Source: an optimization exercise on an open RTL-to-GDS flow (aim: small area and a short achievable clock period). Production flows keep margins and buffers that such runs may drop. In this exercise RTL edits were held to simulation tests only and were not proved equivalent to the original. Power figures rest on the tool's default switching activity, not on a simulated workload.

==> inputs of harbor <==
## chip_top
module chip_top
  ( input          clk_i
  , input          reset_i
  , input          v_i
  , input  [31:0]  a_i
  , input  [31:0]  b_i
  , output         v_o
  , output [63:0]  c_o
  );
clock: 7.5 ns
lec_check: 0
cap_margin: 20
core_margin: 2
core_utilization: 60
cts_cluster_diameter: 50
cts_cluster_size: 40
setup_slack_margin: 5.0
slew_margin: 20
standard.sh (not shown) runs the stock make flow with config.mk's settings and CLKGATE_MAP_FILE= SYNTH_SCRIPT=/design/flow/synth_recipe.tcl, a recipe that flattens the netlist after the stock synthesis.
==> flow/flow/run.sh <==
#!/bin/bash
# Layout flow: the standard ORFS flow, with a cleaner synthesis netlist.
#  2. the same synthesis again with one change: Yosys's pre-mapping 'abc -fast'
#     (in synth's fine step) is skipped (-noabc) except on the final adder,
#     so extract_fa maps the RTL's full adders without the inverters abc's
#     restructuring leaves between them.  Everything else (ORFS synth.tcl,
#     synth_recipe.tcl, -nofsm -noshare, flatten, renames, final abc
#     mapping) is unchanged.
#  3. flow/polfix.py removes inverters left between self-dual cells.
#  4. the netlist is used only if its registers (names and cell types) are
#     exactly the standard synthesis's; otherwise the standard one is used.
#  5. bash standard.sh finish for the rest of the layout.
# Each tool's output goes to a log file of its own in this folder.
set -u
R=orfs/results/${FLOW_PLATFORM}/chip_top/base
bash standard.sh synth > 1_synth_standard.log 2>&1 || exit 1
cp $R/1_2_yosys.v $R/1_2_yosys_standard.v

# step 2: same make command as standard.sh, own WORK_HOME and synthesis script
# own synthesis script: synth_recipe.tcl with its first line (the synth
# wrapper) replaced; flow/synth_wrap.tcl adds -noabc to synth's fine step
# and runs 'abc -fast' only on the final adder (the logic between the
# carry-save registers fx_r/fy_r and prod_n), which maps better that way.
{ cat flow/synth_wrap.tcl; tail -n +2 synth_recipe.tcl; } > synth_recipe_noabc.tcl
MK=$(grep -m1 '^make ' standard.sh | sed -e "s#SYNTH_SCRIPT=[^ ]*#SYNTH_SCRIPT=$PWD/synth_recipe_noabc.tcl#" -e "s#WORK_HOME=[^ ]*#WORK_HOME=$PWD/orfs_noabc#" -e 's#"${@:-finish}"#synth#')
echo "$MK" > 1_synth_noabc.cmd
ok=0
if bash -c "$MK" > 1_synth_noabc.log 2>&1; then
  N=orfs_noabc/results/${FLOW_PLATFORM}/chip_top/base/1_2_yosys.v
  if python3 flow/polfix.py $N $R/1_2_yosys_fixed.v > polfix.log 2>&1; then
    python3 - $R/1_2_yosys_standard.v $R/1_2_yosys_fixed.v > regcheck.log 2>&1 <<'PY' && ok=1
import re, sys
def regs(f):
    t = open(f).read()
    return sorted(re.findall(r'\n  (sky130_fd_sc_hd__(?:dfxtp|dfrtp|dfstp|dfbbp|dfrbp|dfxbp|edfxtp|sdf\w*|dl\w*)_\d+)\s+(\S+)', t))
a, b = regs(sys.argv[1]), regs(sys.argv[2])
print('registers: standard %d, new %d' % (len(a), len(b)))
sys.exit(0 if a == b and a else 1)
PY
  fi
fi
if [ $ok = 1 ]; then
  echo "using the -noabc netlist" >> regcheck.log
  cp $R/1_2_yosys_fixed.v $R/1_2_yosys.v
  rm -f $R/1_synth.odb $R/1_synth.sdc
else
  echo "using the standard netlist" >> regcheck.log
fi
bash standard.sh finish > 2_finish.log 2>&1
Other scripts of this flow, unchanged in this note and not shown: flow/flow/polfix.py, flow/flow/synth_wrap.tcl
==> pepper: changes against harbor <==
--- a/flow/config.mk
+++ b/flow/config.mk
@@ -9,6 +9,4 @@
 export CORE_MARGIN = 2
-export CORE_UTILIZATION = 60
-export CTS_CLUSTER_DIAMETER = 50
-export CTS_CLUSTER_SIZE = 40
-export SETUP_SLACK_MARGIN = 5.0
+export CORE_UTILIZATION = 40
+export SETUP_SLACK_MARGIN = 4.8
 export SLEW_MARGIN = 20
==> garnet: changes against harbor <==
--- a/flow/config.mk
+++ b/flow/config.mk
@@ -9,5 +9,4 @@
 export CORE_MARGIN = 2
-export CORE_UTILIZATION = 60
-export CTS_CLUSTER_DIAMETER = 50
-export CTS_CLUSTER_SIZE = 40
+export CORE_UTILIZATION = 70
+export PLACE_DENSITY = 0.78
 export SETUP_SLACK_MARGIN = 5.0
==> flow_results.xml <==
<?xml version="1.0" encoding="UTF-8"?>
<metrics>
  <group name="run_status">
    <metric name="outcome" unit="">timing/DRC/antenna clean</metric>
  </group>
  <group name="critical_path">
    <metric name="worst-path-stages" unit="">10</metric>
    <metric name="crit_buf_inv" unit="">0</metric>
    <metric name="cp-endpoint" unit="">c_r[62]</metric>
  </group>
  <group name="pwr">
    <metric name="powerClk" unit="mW">3.18</metric>
    <metric name="power_report.internal_total" unit="mW">12.41</metric>
  </group>
  <group name="detailed_routing">
    <metric name="routedWlPerCell" unit="um">30.45</metric>
    <metric name="topRoutingLayerUsed" unit="">met5</metric>
  </group>
  <group name="cells_and_area">
    <metric name="area_used_by_multi_input_combinational_logic" unit="mm^2">0.02260</metric>
    <metric name="multi_input_gate_share_of_the_layout_cell_area" unit="">0.5747</metric>
    <metric name="layout_common_cells" unit="">522 x xor2_1, 496 x o22ai_1, 470 x fa_1</metric>
  </group>
  <group name="global_route">
    <metric name="use_met2" unit="">0.6582</metric>
    <metric name="number_of_global_route_vias_before_repair" unit="">29074</metric>
    <metric name="total_global_routing_track_utilization" unit="">0.4412</metric>
  </group>
  <group name="die">
    <metric name="initial_core_util" unit="">0.7050</metric>
  </group>
  <group name="placed_design">
    <metric name="post_dp_cell_area" unit="mm^2">0.03637</metric>
  </group>
  <group name="clock_tree">
    <metric name="worst_skew_pair.late_latency" unit="ns">0.65</metric>
  </group>
</metrics>
-- figures above: garnet

==> flow_results.xml <==
<?xml version="1.0" encoding="UTF-8"?>
<metrics>
  <group name="die">
    <metric name="initial_core_util" unit="">0.4046</metric>
  </group>
  <group name="placed_design">
    <metric name="post_dp_cell_area" unit="mm^2">0.03698</metric>
  </group>
  <group name="global_route">
    <metric name="number_of_global_route_vias_before_repair" unit="">26871</metric>
    <metric name="total_global_routing_track_utilization" unit="">0.2565</metric>
  </group>
  <group name="detailed_routing">
    <metric name="routedWlPerCell" unit="um">27.06</metric>
  </group>
  <group name="pwr">
    <metric name="powerClk" unit="mW">3.47</metric>
    <metric name="power_report.internal_total" unit="mW">11.88</metric>
  </group>
  <group name="critical_path">
    <metric name="cp-endpoint" unit="">r1_1334</metric>
    <metric name="crit_buf_inv" unit="">0</metric>
  </group>
  <group name="run_status">
    <metric name="outcome" unit="">timing/DRC/antenna clean</metric>
  </group>
  <group name="cells_and_area">
    <metric name="area_used_by_multi_input_combinational_logic" unit="mm^2">0.02239</metric>
    <metric name="multi_input_gate_share_of_the_layout_cell_area" unit="">0.5636</metric>
    <metric name="layout_common_cells" unit="">522 x xor2_1, 496 x o22ai_1, 492 x dfxtp_1</metric>
  </group>
</metrics>
-- figures above: pepper

==> flow_results.xml <==
<?xml version="1.0" encoding="UTF-8"?>
<metrics>
  <group name="cells_and_area">
    <metric name="multi_input_gate_share_of_the_layout_cell_area" unit="">0.5722</metric>
    <metric name="layout_common_cells" unit="">522 x xor2_1, 496 x o22ai_1, 467 x fa_1</metric>
    <metric name="area_used_by_multi_input_combinational_logic" unit="mm^2">0.02267</metric>
  </group>
  <group name="detailed_routing">
    <metric name="routedWlPerCell" unit="um">30.01</metric>
  </group>
  <group name="critical_path">
    <metric name="worst-path-stages" unit="">1</metric>
    <metric name="worstPathArrival" unit="ns">1.10</metric>
    <metric name="crit_buf_inv" unit="">1</metric>
    <metric name="cp-endpoint" unit="">c_o[53]</metric>
  </group>
  <group name="placed_design">
    <metric name="dp.cells" unit="">3761</metric>
    <metric name="post_dp_cell_area" unit="mm^2">0.03650</metric>
    <metric name="port_buffer_cells" unit="">131</metric>
  </group>
  <group name="run_status">
    <metric name="outcome" unit="">timing/DRC/antenna clean</metric>
  </group>
  <group name="pwr">
    <metric name="power_report.internal_total" unit="mW">12.31</metric>
  </group>
  <group name="die">
    <metric name="initial_core_util" unit="">0.6081</metric>
  </group>
  <group name="global_route">
    <metric name="total_global_routing_track_utilization" unit="">0.3892</metric>
    <metric name="use_met2" unit="">0.5787</metric>
  </group>
</metrics>
-- figures above: harbor

==> afterwards: timing with drivers on the ports <==
The flow's constraints put no driver on any port. The routed layouts listed below were extracted and timed again, unchanged, in two steps.
Step 1 (the two cells are an assumption about what drives the block):
set clk [get_ports {clk_i}]
set_driving_cell -lib_cell sky130_fd_sc_hd__clkbuf_16 $clk
set_driving_cell -lib_cell sky130_fd_sc_hd__buf_2 [delete_from_list [all_inputs] $clk]
Step 2 times the ports against the registers' clock, not the clock port: input delays grow and output delays shrink by t, the midpoint of the rising clock arrivals with the driver on.
a / b / c = ideal / step 1 / step 2; a / b = the first two.
run | t, ns | setup slack, ns | hold slack, ns | worst register clock-pin slew, ns
harbor | 0.699 | 4.905 / 4.840 / 4.852 | 0.332 / 0.332 / 0.332 | 0.09 / 0.09
pepper | 0.677 | 4.761 / 4.761 / 4.761 | 0.309 / 0.309 / 0.309 | 0.07 / 0.07
garnet | 0.705 | 4.898 / 4.840 / 4.898 | 0.327 / 0.327 / 0.327 | 0.07 / 0.07
After both steps setup and hold are still met in every run listed. The setup slack of harbor, which loses most, moves by -0.065 ns with the drivers and by -0.053 ns with both steps.
